Context: an optimization exercise on an open-source flow, tuned for a short achievable clock period and few clock cycles. The choices shown serve that exercise and are no tape-out recipe.
Function was checked by simulation only, so behaviour that the tests miss may differ from the original.
Power and IR drop assume default switching activity.

--- flow/design.v ---
`timescale 1ns / 1ps
module ALU(
    input [31:0] num1,
    input [31:0] num2,
	 input [31:0] pc,
    input [10:0] ALU_op,
    output reg[31:0] out,
	 output reg[0:0] branch
    );
	always@(*)begin
		branch = 1'b0;
		out    = 32'd0;
		case(ALU_op[6:0])
			7'b0110111 : out = num2;  
			7'b0010111 : out = pc + num2;  
			7'b1101111, 7'b1100111 : out = pc + 32'h00000004;  
			7'b0010011, 7'b0110011 :begin  
												case(ALU_op[9:7])
													3'b000 : begin
																	if(ALU_op[10]&ALU_op[5] == 1)begin
																		out = num1 - num2;
																	end
																	else begin
																		out = num1 + num2;
																	end
																end
													3'b010 : begin
																	if($signed(num1)<$signed(num2))begin
																		out = 1;
																	end
																	else begin
																		out = 0;
																	end
																end 
													3'b011 : begin
																	if(num1<num2)begin
																		out = 1;
																	end
																	else begin
																		out = 0;
																	end
																end
													3'b100 : out = num1^num2;
													3'b110 : out = num1|num2;
													3'b111 : out = num1&num2;
													3'b001 : out = num1<<num2[4:0];
													3'b101 : begin
																	if(ALU_op[10] == 0)begin
																		out = num1>>num2[4:0];
																	end
																	else begin
																		out = $signed(num1)>>>num2[4:0];
																	end
																end
												endcase
											end
			7'b0000011, 7'b0100011 : out = num1 + num2;  
			7'b1100011 : case(ALU_op[9:7])  
								3'b000:begin
											if(num1 == num2)begin
												branch = 1'b1;
											end
										 end
								3'b001:begin
											if(num1 != num2)begin
												branch = 1'b1;
											end
										 end
								3'b100:begin
											if($signed(num1) < $signed(num2))begin
												branch = 1'b1;
											end
										 end
								3'b101:begin
											if($signed(num1) >= $signed(num2))begin
												branch = 1'b1;
											end
										 end
								3'b110:begin
											if(num1 < num2)begin
												branch = 1'b1;
											end
										 end
								3'b111:begin
											if(num1 >= num2)begin
												branch = 1'b1;
											end
										 end
							endcase
		endcase
	end
endmodule
`timescale 1ns / 1ps
module Decoder(
    input [31:0] instr,
	 output reg[6:0] opcode, 
    output reg[4:0] rs1,
    output reg[4:0] rs2,
    output reg[4:0] rd,
    output reg[31:0] imm,
	 output reg[0:0] ALUsrc,
    output reg[10:0] alu_op  
    );
	always@(*)begin
		rd         = instr[11:7];
		rs1        = instr[19:15];
		rs2        = instr[24:20];
		opcode     = instr[6:0];
		alu_op     = {instr[30], instr[14:12], instr[6:0]};
		ALUsrc     = 1'b0;
		imm        = 32'd0;
		case(instr[6:0])
			7'b0110111             : imm = {instr[31:12], {12{1'b0}}};      
			7'b0010111             : imm = {instr[31:12], {12{1'b0}}};   
			7'b1101111             : imm = {{11{instr[31]}}, 
			                                    instr[31],
                         							instr[19:12],
															instr[20],
															instr[30:21],
															{1{1'b0}}};  
			7'b1100111             : imm = {{20{instr[31]}}, instr[31:20]};  
			7'b1100011             : begin   
												imm = { {19{instr[31]}},    
															 instr[31],
															 instr[7], 
															 instr[30:25], 
															 instr[11:8], 
															 {1{1'b0}}  };
												ALUsrc = 1'b1;
											 end
			7'b0000011, 7'b0010011 : imm = {{20{instr[31]}}, instr[31:20]};  
			7'b0100011             : imm = { {20{instr[31]}},   
															instr[31:25],
															instr[11:7] };
			7'b0110011             : ALUsrc = 1'b1;
		endcase
	end
endmodule
`timescale 1ns / 1ps
module we_generator(
    input [31:0] instr,
	 input [1:0] out,
	 input [31:0] rv2,
    output reg[3:0] we,
    output reg[31:0] dwdata
    );
	 always@(*)begin
		dwdata = rv2;
		we     = 4'b0000;
		case(instr[6:0])
			7'b0100011 : begin  
								case(instr[14:12])
								3'b000 : begin
											we = {out[1]&out[0], out[1]&~out[0],
								               ~out[1]&out[0], ~out[1]&~out[0] };
											dwdata = {rv2[7:0], rv2[7:0], rv2[7:0], rv2[7:0]};
											end
								3'b001 :	begin
											we = {out[1], out[1], ~out[1], ~out[1]};
											dwdata = {rv2[15:0], rv2[15:0]};
											end
								3'b010 : we = 4'b1111;
							   endcase
							 end
		endcase
	end
endmodule
`timescale 1ns / 1ps
module reg_write_generator(
    input [31:0] drdata,
	 input [31:0] alu_out,
	 input [31:0] instr,
	 output reg[31:0] indata,
	 output reg[0:0] Reg_Write
	 );
	always@(*)begin
		indata = alu_out;
		Reg_Write = 1'b0;
		case(instr[6:0])
			7'b0000011 : 	begin
								Reg_Write = 1'b1;
								case(instr[14:12])  
									3'b000 : begin
													case(alu_out[1:0])
														2'b00 : indata = {{24{drdata[7]}},  drdata[7:0]};
														2'b01 : indata = {{24{drdata[15]}}, drdata[15:8]};
														2'b10 : indata = {{24{drdata[23]}}, drdata[23:16]};
														2'b11 : indata = {{24{drdata[31]}}, drdata[31:24]};
													endcase
												end
									3'b001 : begin
													case(alu_out[1])
														1'b0 : indata = {{16{drdata[15]}}, drdata[15:0]};
														1'b1 : indata = {{16{drdata[31]}}, drdata[31:16]};
													endcase
												end
									3'b010 : begin
													indata = drdata;
												end
									3'b100 : begin
													case(alu_out[1:0])
														2'b00 : indata = {{24{1'b0}}, drdata[7:0]};
														2'b01 : indata = {{24{1'b0}}, drdata[15:8]};
														2'b10 : indata = {{24{1'b0}}, drdata[23:16]};
														2'b11 : indata = {{24{1'b0}}, drdata[31:24]};
													endcase
												end
									3'b101 : begin
													case(alu_out[1])
														1'b0 : indata = {{16{1'b0}}, drdata[15:0]};
														1'b1 : indata = {{16{1'b0}}, drdata[31:16]};
													endcase
												end			
								endcase
								end
			7'b0010011, 7'b0110011,
			7'b0110111, 7'b0010111,
			7'b1101111, 7'b1100111 : Reg_Write = 1'b1;   
		endcase
	end
endmodule
`timescale 1ns / 1ps
module Register_file(
    input [4:0] rs1,
    input [4:0] rs2,
    input [4:0] rd,
    output[31:0] rv1,
    output[31:0] rv2,
    input [31:0] indata,
    input [0:0] we,
	 input [0:0] clk
    );
	reg [31:0] reg_file [31:0];
	assign rv1 = (rs1 == 5'd0) ? 32'd0 : reg_file[rs1];
	assign rv2 = (rs2 == 5'd0) ? 32'd0 : reg_file[rs2];
	always@(posedge clk)begin
		if((rd!=0)&&(we==1))begin
			reg_file[rd] <= indata;
		end
	end
endmodule
`timescale 1ns / 1ps
module Stall_signal_generator(
    input [31:0] instr2,
    input [31:0] instr1,
	 input [0:0] instr1_validity,
    output reg [0:0] stall
    );
	 always@(*)begin
		stall = 1'b0;
		if( instr1[6:0] == 7'b0000011 )begin  
			case(instr2[6:0])
				7'b0110011 : if(( instr2[19:15] == instr1[11:7] )  
				              ||( instr2[24:20] == instr1[11:7] ))
								 begin
									stall = (1'b1)&instr1_validity;
								 end
				7'b0010011 : if( instr2[19:15] == instr1[11:7] )begin  
									stall = (1'b1)&instr1_validity;
								 end
				7'b0100011 : if(( instr2[19:15] == instr1[11:7] )  
				              ||( instr2[24:20] == instr1[11:7] ))
								 begin
									stall = (1'b1)&instr1_validity;
								 end
				7'b1100011 : if(( instr2[19:15] == instr1[11:7] )  
				              ||( instr2[24:20] == instr1[11:7] ))
								 begin
									stall = (1'b1)&instr1_validity;
								 end
				7'b0000011 : if( instr2[19:15] == instr1[11:7] )begin  
									stall = (1'b1)&instr1_validity;
								 end
				7'b1100111 : if( instr2[19:15] == instr1[11:7] )begin  
									stall = (1'b1)&instr1_validity;
								 end
			endcase
		end
	 end
endmodule
`timescale 1ns / 1ps
module forward_signal_generator(
	 input [31:0] ex_instr1,
	 input [4:0] ex_rd,
    input [0:0] ex_validity,
    input [31:0] mem_instr1,
	 input [4:0] mem_rd,
    input [0:0] mem_validity,
	 input [31:0] instr2,
	 input [4:0] rs1,
	 input [4:0] rs2,
	 input [0:0] id_validity,
	 input [31:0] ex_instr2,
	 input [4:0] ex_rs1,
	 input [4:0] ex_rs2,
	 output reg [1:0] f_ex,
	 output reg [1:0] f_mem,
	 output reg [0:0] to_mem,  
	 output reg [1:0] str_fwd
 	 );
	 always@(*)begin
	 f_ex    = 2'b00;
	 f_mem   = 2'b00;
	 to_mem  = 1'b0;
	 str_fwd = 2'b00;
		case(ex_validity & (ex_rd != 5'd0))
			1'b1 : case( ex_instr1[6:0] ) 
						7'b0110011,
						7'b0010011,
						7'b0110111,
						7'b0010111,
						7'b1101111,
						7'b1100111 : case( instr2[6:0] ) 
											7'b0110011,
											7'b1100011	: begin   
																if( rs1 == ex_rd )begin
																	f_ex[1] = 1'b1;
																end
																if( rs2 == ex_rd )begin
																	f_ex[0] = 1'b1;
																end
															 end
											7'b0010011,
											7'b0000011	: begin   
																if( rs1 == ex_rd )begin
																	f_ex[1] = 1'b1;
																end
															 end
											7'b0100011 : begin  
																if( rs1 == ex_rd )begin
																	f_ex[1] = 1'b1;
																end
																if( rs2 == ex_rd )begin
																	str_fwd[1] = 1'b1;
																end
															 end
											7'b1100111 : begin  
																if( rs1 == ex_rd )begin
																	f_ex[1] = 1'b1;
																end
															 end
										 endcase
					 endcase
		endcase
		case(mem_validity & (mem_rd != 5'd0))
			1'b1 : case( mem_instr1[6:0] ) 
						7'b0110011,
						7'b0010011,
						7'b0110111,
						7'b0010111,
						7'b1101111,
						7'b1100111 : case( instr2[6:0] ) 
											7'b0110011,
											7'b1100011	: begin   
																if( rs1 == mem_rd )begin
																	f_mem[1] = (1'b1)^f_ex[1];
																end
																if( rs2 == mem_rd )begin
																	f_mem[0] = (1'b1)^f_ex[0];
																end
															 end
											7'b0010011,
											7'b0000011	: begin   
																if( rs1 == mem_rd )begin
																	f_mem[1] = (1'b1)^f_ex[1];
																end
															 end
											7'b0100011 : begin  
																if( rs1 == mem_rd )begin
																	f_mem[1] = (1'b1)^f_ex[1];
																end
																if( rs2 == mem_rd )begin
																	str_fwd[0] = (1'b1)^str_fwd[1];
																end
															 end
											7'b1100111	: begin   
																if( rs1 == mem_rd )begin
																	f_mem[1] = (1'b1)^f_ex[1];
																end
															 end
										 endcase
					   7'b0000011 : begin  
										 case(instr2[6:0])  
											7'b0110011,
											7'b1100011 : begin  
																if( rs1 == mem_rd )begin
																	f_mem[1] = (1'b1)^f_ex[1];
																end
																if( rs2 == mem_rd )begin
																	f_mem[0] = (1'b1)^f_ex[0];
																end
															 end
											7'b0010011 : begin  
																if( rs1 == mem_rd )begin
																	f_mem[1] = (1'b1)^f_ex[1];
																end
															 end
											7'b0100011 : begin  
																if( rs1 == mem_rd )begin
																	f_mem[1] = (1'b1)^f_ex[1];
																end
																if( rs2 == mem_rd )begin
																	str_fwd[0] = (1'b1)^str_fwd[1];
																end
															 end
											7'b0000011 : begin  
																if( rs1 == mem_rd)begin
																	f_mem[1] = (1'b1)^f_ex[1];
																end
															 end
											7'b1100111 : begin  
																if( rs1 == mem_rd)begin
																	f_mem[1] = (1'b1)^f_ex[1];
																end
															 end
										 endcase
										 end
					 endcase
		endcase
	 end
endmodule
`timescale 1ns / 1ps
module generate_next_PC(
    input [31:0] instr,
    input [31:0] pc,
    input [0:0] branch,
    input [31:0] id_instr,
	 input [31:0] alu_out,
	 input [31:0] id_pc,
	 input [0:0] id_validity,
	 output reg[0:0] wrong_jump,
	 output reg[0:0] jalr,
    output reg[31:0] next_PC
    );
	 always@(*)begin
		wrong_jump = 1'b0;
		jalr       = 1'b0;
		if(( id_instr[6:0] == 7'b1100011 )&&( branch == 1'b0 )&&(id_validity == 1'b1))begin
			next_PC    = id_pc + 32'h00000004;  
			wrong_jump = 1'b1;
		end
		else if(( id_instr[6:0] == 7'b1100111 )&&(id_validity == 1'b1))begin
			next_PC = alu_out;
			jalr    = 1'b1;
		end
		else begin
			next_PC = pc + 4;
			case(instr[6:0])
				7'b1101111 : next_PC = pc +      
															{{11{instr[31]}}, 
			                                    instr[31],
                         							instr[19:12],
															instr[20],
															instr[30:21],
															{1{1'b0}}};
				7'b1100111 : next_PC = pc + 32'h00000004;  
				7'b1100011 : next_PC = pc + { {19{instr[31]}},    
															 instr[31],    
															 instr[7],     
															 instr[30:25], 
															 instr[11:8], 
															 {1{1'b0}}  };
			endcase
		end
	 end
endmodule
`timescale 1ns / 1ps
module IF(
    input [31:0] pc,
	 input [31:0] idata,
	 input [0:0] clk,
	 output reg[31:0] instr,
	 output reg[31:0] pc_propogate,  
	 input [0:0] valid,
	 output reg[0:0] valid_propogate
	 );
	 always@(posedge clk)begin
		instr           <= idata;
		pc_propogate    <= pc;
		valid_propogate <= valid;
	 end
endmodule
`timescale 1ns / 1ps
module ID(
	 input [0:0] clk,
    input [31:0] instr,
    input [31:0] pc,
	 input [31:0] rv1_rf,  
	 input [31:0] rv2_rf,  
	output reg [4:0] rs1,
	output reg [4:0] rs2,
	 output reg[31:0] instr_propogate,
	 output reg[31:0] pc_propogate,
    output reg[10:0] alu_opcode,
    output reg[4:0]  rd,
    output reg[6:0]  opcode,
	 output reg[31:0] rv1,
	 output reg[31:0] rv2,
	 output reg[31:0] alu_in,
	 output reg[31:0] imm,
	 output reg[4:0] id_rs1,
	 output reg[4:0] id_rs2,
	input [0:0] valid,
	output reg[0:0] valid_propogate
    );
	 wire[10:0] walu_opcode;
    wire[4:0]  wrs1;
    wire[4:0]  wrs2;
    wire[4:0] wrd;
    wire[0:0] wALUsrc;
    wire[6:0] wopcode;
	 wire[31:0] wimm;
	 Decoder d1 (
    .instr(instr), 
    .opcode(wopcode), 
    .rs1(wrs1), 
    .rs2(wrs2), 
    .rd(wrd), 
    .imm(wimm), 
    .ALUsrc(wALUsrc), 
    .alu_op(walu_opcode)
    );
	 always@(*)begin
		rs1 = wrs1;
		rs2 = wrs2;
	 end
	always@(posedge clk)begin
	 instr_propogate <= instr;
	 pc_propogate    <= pc;
    alu_opcode      <= walu_opcode;
    rd              <= wrd;
    opcode          <= wopcode;
	 imm             <= wimm;
	 rv1             <= rv1_rf;
	 rv2             <= rv2_rf;
	 alu_in          <= ({32{wALUsrc}}&rv2_rf)|({32{~wALUsrc}}&wimm);
	 id_rs1          <= wrs1;
	 id_rs2          <= wrs2;
	 valid_propogate <= valid;
	end
endmodule
`timescale 1ns / 1ps
module EX(
	input [0:0] clk,
   input [31:0] instr,
   input [31:0] pc,
	input [31:0] num1,
   input [31:0] num2,
	input [31:0] rv2,
	input [31:0] imm,
   input [10:0] ALU_op,
	input [4:0]  rd,
   input [6:0]  opcode,
	input [4:0] rs1,
	input [4:0] rs2,
	output reg [31:0] alu_out_comb,
	output reg [31:0] alu_out,
	output reg [3:0]  we,
	output reg [31:0] daddr,
	output reg [31:0] dwdata,
	output reg[31:0] instr_propogate,
	output reg[31:0] pc_propogate,
	output reg[4:0] rd_propogate,
	output reg[0:0] branch,
	output reg[31:0] offset,
	output reg[4:0] ex_rs1,
	output reg[4:0] ex_rs2,
	input [0:0] valid,
	output reg[0:0] valid_propogate
    );
	wire [31:0] out;
	wire [0:0]  wbranch;
	 ALU a1 (
    .num1(num1), 
    .num2(num2),
	 .pc(pc),
    .ALU_op(ALU_op), 
    .out(out), 
    .branch(wbranch)
    );
	wire [3:0]wwe;
	wire [31:0]wdwdata;
	we_generator w1 (
    .instr(instr), 
    .out(out[1:0]), 
    .rv2(rv2), 
    .we(wwe), 
    .dwdata(wdwdata)
    );
	always@(*)begin
		offset  = imm;
		branch = wbranch;
		alu_out_comb = out;
		if( instr[6:0] == 7'b1100111 )begin
			alu_out_comb = (num1 + imm)&(32'hfffffffe);
		end
	end
	always@(posedge clk)begin
		instr_propogate <= instr;
		pc_propogate    <= pc;
		daddr           <= out;
		dwdata          <= wdwdata;
		we              <= wwe;
		alu_out         <= out;
		rd_propogate    <= rd;
		ex_rs1          <= rs1;
		ex_rs2          <= rs2;
		valid_propogate <= valid;
	end
endmodule
`timescale 1ns / 1ps
module MEM(
	 input [0:0] clk,
	 input [31:0] drdata,
	 input [31:0] alu_out,
    input [31:0] instr,
	 input [4:0] rd,
	 output reg[31:0]instr_propogate,
	 output reg[31:0]indata,
	 output reg[4:0]rd_propogate,
	 output reg[0:0]Reg_Write,
	 output reg[31:0] c_indata,
	 output reg[4:0]  c_rd,
	 output reg[0:0]  c_reg_write,
	input [0:0] valid,
	output reg[0:0] valid_propogate
    );
	wire [31:0] windata;
	wire [0:0] wReg_Write;
	reg_write_generator reg_gene (
    .drdata(drdata), 
    .alu_out(alu_out), 
    .instr(instr), 
    .indata(windata), 
    .Reg_Write(wReg_Write)
    );
	always@(*)begin
		c_indata    = windata;
		c_rd        = rd;
		c_reg_write = wReg_Write&valid;
	end
	always@(posedge clk)begin
		instr_propogate <= instr;
		indata          <= windata ;
		Reg_Write       <= wReg_Write&valid;
		rd_propogate    <= rd;
		valid_propogate <= valid;
	end
endmodule
`timescale 1ns / 1ps
module Pipelined_CPU(
input clk,
    input reset,
    output reg[31:0] iaddr,   
    input [31:0] idata,    
    output reg[31:0] daddr,   
    input [31:0] drdata,   
    output reg[31:0] dwdata,  
    output reg[3:0] we,       
    output reg[31:0] pc
    );
	wire [31:0] if_instr;
	wire [31:0] if_pc;
	wire [0:0] stall;
	wire [0:0] if_valid;
	wire [0:0] wrong_jump;  
	wire [0:0] jalr;  
	IF if_id (
    .pc(pc), 
    .idata(idata), 
    .clk(clk), 
    .instr(if_instr), 
    .pc_propogate(if_pc), 
    .valid( (~stall)&(~wrong_jump)&(~jalr) ), 
    .valid_propogate(if_valid)
    );
	 Stall_signal_generator stall_gen (
    .instr2(idata), 
    .instr1(if_instr),
	 .instr1_validity(if_valid),
    .stall(stall)
    );
	wire [4:0] rs1;
	wire [4:0] rs2;
	wire [4:0] rd;
	wire [31:0] rv1;
	wire [31:0] rv2;
	wire [31:0] indata;
	wire [1:0] f_ex;
	wire [1:0] f_mem;
	wire [0:0] to_mem;
	wire [31:0] mem_indata;
	wire [4:0] mem_rd;
	wire [0:0] mem_Reg_Write;
	wire [31:0] reg_indata;
	wire [4:0]  reg_rd;
	wire [0:0]  reg_write;
	Register_file reg_file (
    .rs1(rs1),   
    .rs2(rs2),   
    .rd(reg_rd),     
    .rv1(rv1),   
    .rv2(rv2),   
    .indata(reg_indata),  
    .we(reg_write),     
    .clk(clk)
    );
	wire [31:0] id_instr;
	wire [31:0] id_pc;
	wire [10:0] id_alu_opcode;
   wire [4:0]  id_rd;
   wire [6:0]  id_opcode;
	wire [31:0] id_rv1;
	wire [31:0] id_rv2;
	wire [31:0] id_alu_in;
	wire [0:0] id_valid;
	wire [31:0] id_imm;
	wire [4:0] id_rs1;
	wire [4:0] id_rs2;
	ID id_ex (
    .clk(clk), 
    .instr(if_instr), 
    .pc(if_pc), 
    .rv1_rf(rv1), 
    .rv2_rf(rv2), 
    .rs1(rs1), 
    .rs2(rs2), 
    .instr_propogate(id_instr), 
    .pc_propogate(id_pc), 
    .alu_opcode(id_alu_opcode), 
    .rd(id_rd), 
    .opcode(id_opcode), 
    .rv1(id_rv1), 
    .rv2(id_rv2), 
    .alu_in(id_alu_in),
	 .imm(id_imm),
	 .valid(if_valid&(~wrong_jump)&(~jalr)), 
    .valid_propogate(id_valid),
	 .id_rs1(id_rs1),
	 .id_rs2(id_rs2)
    );
	wire [31:0] ex_alu_out; 
   wire [3:0] ex_we; 
   wire [31:0] ex_daddr; 
   wire [31:0] ex_dwdata;
   wire [31:0] ex_instr; 
   wire [31:0] ex_pc; 
   wire [31:0] ex_rd;
	wire [0:0] ex_valid;
	wire [0:0] ex_branch;
	wire [31:0] ex_offset;
	wire [4:0] ex_rs1;
	wire [4:0] ex_rs2;
	wire [1:0] str_fwd;
	wire [31:0] ex_alu_out_comb;
	EX ex_mem (
    .clk(clk), 
    .instr(id_instr), 
    .pc(id_pc), 
    .num1( (ex_alu_out&{32{f_ex[1]}})|
           (mem_indata&{32{f_mem[1]}})|
			  (id_rv1&{32{(~f_ex[1]&~f_mem[1])}}) ), 
    .num2( (ex_alu_out&{32{f_ex[0]}})|
           (mem_indata&{32{f_mem[0]}})|
			  (id_alu_in&{32{(~f_ex[0]&~f_mem[0])}}) ),
	 .imm(id_imm),
    .rv2( ((id_rv2)&{32{~str_fwd[0]&~str_fwd[1]}})|((ex_alu_out)&{32{str_fwd[1]}})|((mem_indata)&{32{str_fwd[0]}})  ), 
    .ALU_op(id_alu_opcode), 
    .rd(id_rd), 
    .opcode(id_opcode),
	 .rs1(id_rs1),
	 .rs2(id_rs2),
	 .alu_out_comb(ex_alu_out_comb),
    .alu_out(ex_alu_out), 
    .we(ex_we), 
    .daddr(ex_daddr), 
    .dwdata(ex_dwdata), 
    .instr_propogate(ex_instr), 
    .pc_propogate(ex_pc), 
    .rd_propogate(ex_rd),
	 .branch(ex_branch), 
	 .offset(ex_offset),
	 .ex_rs1(ex_rs1),
	 .ex_rs2(ex_rs2),
	 .valid(id_valid), 
    .valid_propogate(ex_valid)
    );
	wire [31:0] mem_instr;
	wire [0:0] mem_valid;
	MEM mem_wb (
    .clk(clk), 
    .drdata(drdata), 
    .alu_out(ex_alu_out), 
    .instr(ex_instr), 
    .rd(ex_rd), 
    .instr_propogate(mem_instr), 
    .indata(mem_indata), 
    .rd_propogate(mem_rd), 
    .Reg_Write(mem_Reg_Write), 
	 .c_indata(reg_indata),
	 .c_rd(reg_rd),
	 .c_reg_write(reg_write),
    .valid(ex_valid), 
    .valid_propogate(mem_valid)
    );
	forward_signal_generator fwd_gen (
    .ex_instr1(ex_instr), 
    .ex_rd(ex_rd), 
    .ex_validity(ex_valid), 
    .mem_instr1(mem_instr), 
    .mem_rd(mem_rd), 
    .mem_validity(mem_valid), 
    .instr2(id_instr), 
    .rs1(id_rs1), 
    .rs2(id_rs2),
	 .id_validity(id_valid),
    .ex_instr2(ex_instr), 
    .ex_rs1(ex_rs1), 
    .ex_rs2(ex_rs2), 
    .f_ex(f_ex), 
    .f_mem(f_mem), 
    .to_mem(to_mem),
	 .str_fwd(str_fwd)
    );
	 wire [31:0] next_PC;
	generate_next_PC nexPC (
    .instr(idata), 
    .pc(pc), 
    .branch(ex_branch), 
    .id_instr(id_instr),
	 .alu_out(ex_alu_out_comb),
    .id_pc(id_pc),
	 .id_validity(id_valid),
	 .wrong_jump(wrong_jump),
	 .jalr(jalr),
    .next_PC(next_PC)
    );
	 always@(*)begin
		daddr  = ex_daddr;
		dwdata = ex_dwdata;
		we     = ex_we&{4{ex_valid}};
		iaddr  = pc;
	end
	 always@(posedge clk)begin
		if( reset == 1)begin
			pc <= 0;
		end
		else if((wrong_jump == 1)||(jalr == 1'b1))begin
			pc <= next_PC;
		end
		else if(stall == 1'b1)begin
			pc <= pc;
		end 
		else begin
			pc <= next_PC;
		end
	 end
endmodule
--- flow/config.mk ---
export PLATFORM = sky130hd
export DESIGN_NAME = Pipelined_CPU
export DESIGN_NICKNAME = Pipelined_CPU
export VERILOG_FILES = /design/flow/design.v
export SDC_FILE = /design/flow/constraint.sdc
export NUM_CORES = 4
export LEC_CHECK = 0
export CAP_MARGIN = 20
export CORE_MARGIN = 2
export CORE_UTILIZATION = 40
export SLEW_MARGIN = 20
--- flow/run.sh ---
#!/bin/bash
# synth_recipe.tcl (not shown) runs the flow's synth.tcl, then flattens the netlist and writes it again
# the make line also repeats each setting of config.mk as NAME=value (left out here)
make -C /OpenROAD-flow-scripts/flow DESIGN_CONFIG=/design/flow/config.mk WORK_HOME=/design/flow/orfs CLKGATE_MAP_FILE= SYNTH_SCRIPT=/design/flow/synth_recipe.tcl finish
--- flow/constraint.sdc ---
create_clock -name core_clock -period 9.0 [get_ports {clk}]
set_input_delay 1.8000 -clock core_clock [delete_from_list [all_inputs] [get_ports {clk}]]
set_output_delay 1.8000 -clock core_clock [all_outputs]
set_load 0.01 [all_outputs]
==> run notes <==
==> final cells by class <==
class                           instances  share of cell area
Antenna cell                            4            0.000115
Clock buffer                          199              0.0487
Clock inverter                         91              0.0129
Inverter                              152             0.00661
Multi-Input combinational cell       3787               0.408
Sequential cell                      1437               0.448
Tap cell                             2511              0.0361
Timing Repair Buffer                  380              0.0395
==> flip-flops by register name, summed over array words and instances (netlist names), 2 cells and up <==
signal and flops:
ex_mem.instr_propogate 11, ex_mem.daddr 32, id_ex.pc_propogate 32, ex_mem.rd_propogate 4, ex_mem.dwdata 32, mem_wb.rd_propogate 5, if_id.instr 32, id_ex.rv2 32
mem_wb.instr_propogate 7, id_ex.alu_in 32, if_id.pc_propogate 32, id_ex.id_rs1 5, id_ex.imm 32, mem_wb.indata 32, reg_file.reg_file 1024, id_ex.rd 4
id_ex.rv1 32, id_ex.alu_opcode 2, pc 32, id_ex.id_rs2 5, id_ex.instr_propogate 10, ex_mem.we 4
==> power by group <==
| part | internal (mW) | total (mW) | switching, mW |
|---|---|---|---|
| Sequential | 7.15 | 7.31 | 0.166 |
| Combinational | 0.816 | 2.11 | 1.29 |
| Clock | 3.89 | 6.71 | 2.82 |
==> kinds of logic after synthesis <==
family | after synthesis | synth area share
AO/OA/AOI/OAI | 1295 | 0.110
XOR/XNOR | 217 | 0.0249
AND/OR/NAND/NOR | 1192 | 0.0716
adder cells (fa/ha/maj) | 195 | 0.0324
buffers and inverters | 578 | 0.0317
other | 1 | 0.0000491
flip-flops | 1437 | 0.511
multiplexers | 856 | 0.219
==> path summary, 6_finish.rpt <==
path / from / cells past startpoint / end / slack [ps]
hold / removal: if_id.pc_propogate[17] / 0 / id_ex.pc_propogate[17] / 320
hold reg to reg: if_id.pc_propogate[17] / 0 / id_ex.pc_propogate[17] / 320
setup / recovery: ex_mem.rd_propogate[0] / 22 / pc[26] / 1000
setup reg to reg: ex_mem.rd_propogate[0] / 22 / pc[26] / 1000
==> per-layer routing <==
layer,vias up,share of wire,global-route usage
met5,-,0.00026,0
met4,12,0.080,0.205
met1,28300,0.36,0.383
li1,23000,-,-
met2,3262,0.46,0.484
met3,842,0.092,0.0617
==> per-stage QoR <==
step	hold slack, ps	std cells	setup slack [ps]
2_1_floorplan	310	5802	2870
3_3_place_gp	311	8264	1180
3_5_place_dp	312	8267	1150
4_1_cts	316	8557	1130
5_1_grt	328	8558	502
6_report	315	8561	1000
==> cell usage in the layout, fill, tap and decap left out, types with 56 or more instances in the layout <==
master              n
a211oi_1           56
mux2i_1           177
ha_1              190
mux4_2            647
buf_4             174
a21o_1             92
a21oi_1           335
xor2_1            102
clkbuf_16         161
xnor2_1           115
clkdlybuf4s50_1   197
nor2_1            381
nand3_1            93
nand2_1           331
inv_1             146
edfxtp_1         1024
o21ai_0           263
dfxtp_1           402
o22ai_1            91
nor3_1             67
==> worst max-delay path: cells and delay by family (launching register included) <==
family                     cells  cell delay, ps
DFF                            1             370
adders and majority gates      1             510
and+or+nand+nor                9            2780
AOI/OAI and AO/OA              7            2720
buffers and inverters          5            1400
==> results_dict.tcl <==
set metrics [dict create \
    post_cts_buffers 0 \
    critPathKind "reg2reg" \
    crit_path_end_kind "flip-flop" \
    first_iter_violations 7635 \
    cts_tree "yes" \
    worstPathRequired_ps 9670 \
    hold_violations 0 \
    p_leak_nw 30.8 \
    cts_buffer_depth 3 \
    nets 6176 \
    outcome "complete, no violations" \
    post_drt_wl_per_cell_microns 35.3 \
    cts-resized-gates 0 \
    syn_to_final_growth_pct 14.0 \
    ctsHoldBuffers 0 \
    regArea_sq_mm 0.0391 \
    fp.dieW_microns 441 \
    io_pins 198 \
    hpwlAfterDp_mm 206 \
    grt_pass1_vias 54300 \
    die_y_microns 441 \
    crit_path_max_incr_delay_ps 880 \
    dpl_cell_area_sq_mm 0.0817 \
    drive_above_1_share 0.203 \
    relSlewSlack 0.175 \
    power_density_mw_per_mm2 185 \
    grtUsageTotal 0.307 \
    drt_pass1_iterations 8 \
    cts_buffers 157 \
    cp_max_fo 39 \
    synth-seq-area-share 0.511 \
    ir_drop_mv 0.160 \
    grt_max_degree 96 \
    startpoint_type "flip-flop" \
    setup-tns-final_ps 0 \
    p_total_mw 16.1 \
    async_flop_share 0 \
    post-synth-top-count-cell "edfxtp_1" \
    synth.top_cells.by_count "1024 x edfxtp_1, 647 x mux4_2, 431 x nor2_1" \
    cp.arrival_ps 8670 \
    worst_pin_slew_ps 1220 \
    final_area_sq_mm 0.0871 \
    ant_nets 0 \
    skew_ps 66.2 \
    layout_min_cycle_time_ps 8000 \
    drcViolationCount 0 \
    setup-violations-final 0 \
    rsz0062_at_grt "false" \
    cap_violations 0 \
    crit_path_top_delay_cell "o22ai_1" \
    multi_input_area_sq_mm 0.0355 \
    drv_slew 0 \
    yosys-top-cells-area "edfxtp_1 40%, mux4_2 19%, dfxtp_1 11%, ha_1 3.1%, mux2i_1 2.3%" \
    wl_mm 302 \
    clk_latency_ps 820 \
    synth.distinct_cells 98 \
    synth_ff_type "edfxtp_1" \
    ys_seq_elements 1437 \
    clk_pin_slew_ps 60 \
    overflow 0 \
    syn_area_sq_mm 0.0764 \
    coreArea_sq_mm 0.190 \
    min_period_over_period 0.888 \
    htree_levels 4 \
    utilization 0.459 \
    synth_top_area_frac 0.402 \
    n_fill_cell 16800 \
    avgSynthCellArea_sq_um 13.2 \
    fmax_ghz 0.125 \
    dieArea_sq_mm 0.195 \
    vias_per_cell 6.46 \
    gp_congestion 1.04 \
    crit_top_cell "buf_4" \
    ys_warn_count 16 \
    path_cells "or2_1 > o41ai_4 > or4_4 > nand2b_1 > buf_4 > o22a_1 > o22ai_1 > inv_1 > ha_1 > inv_1 > nand3_1 > nand4b_1 > nor4_1 > nor2_1 > a41o_1 > o211ai_1 > buf_4 > and2_1 > buf_4 > nand2_1 > o221ai_1 > a21oi_1" \
    start_util 0.402 \
    synth-edff-count 1024 \
    std_cell_rows 160 \
    io_buffers 197 \
    vias 55300 \
    grt_first_pass_wirelength_mm 419 \
    yosysTopAreaCell "edfxtp_1" \
    syn_inst 5771 \
    antenna_found_initial 21 \
    cts_root_buf "clkbuf_16" \
    numClockSinks 1437 \
    hold_class "reg2reg" \
]
Testbench counts, summed over its fixed seeds: cycles 64,819.

==> separate check: timing with driven ports <==
How much do the figures lean on ideal ports? The routed layout below was timed once more, with nothing changed but the port constraints.
Step 1, drivers: a clkbuf_16 drives clk and a buf_2 each remaining input, both assumed.
Step 2, shift: input delay + t, output delay - t, t = (earliest + latest rising clock arrival at the registers) / 2. This alone moves slack from input paths to output paths.
Slacks: ideal / step 1 / step 2; pairs: ideal / step 1.
shift t [ns]: 0.865
setup slack, ns: 1.005 / 1.005 / 1.005
worst register clock-pin slew, ns: 0.07 / 0.07
pins driven straight from the clock port: 1
After both steps setup and hold are still met in this run. For this run, drivers alone change the setup slack by 0.000 ns; drivers and shift together by 0.000 ns.
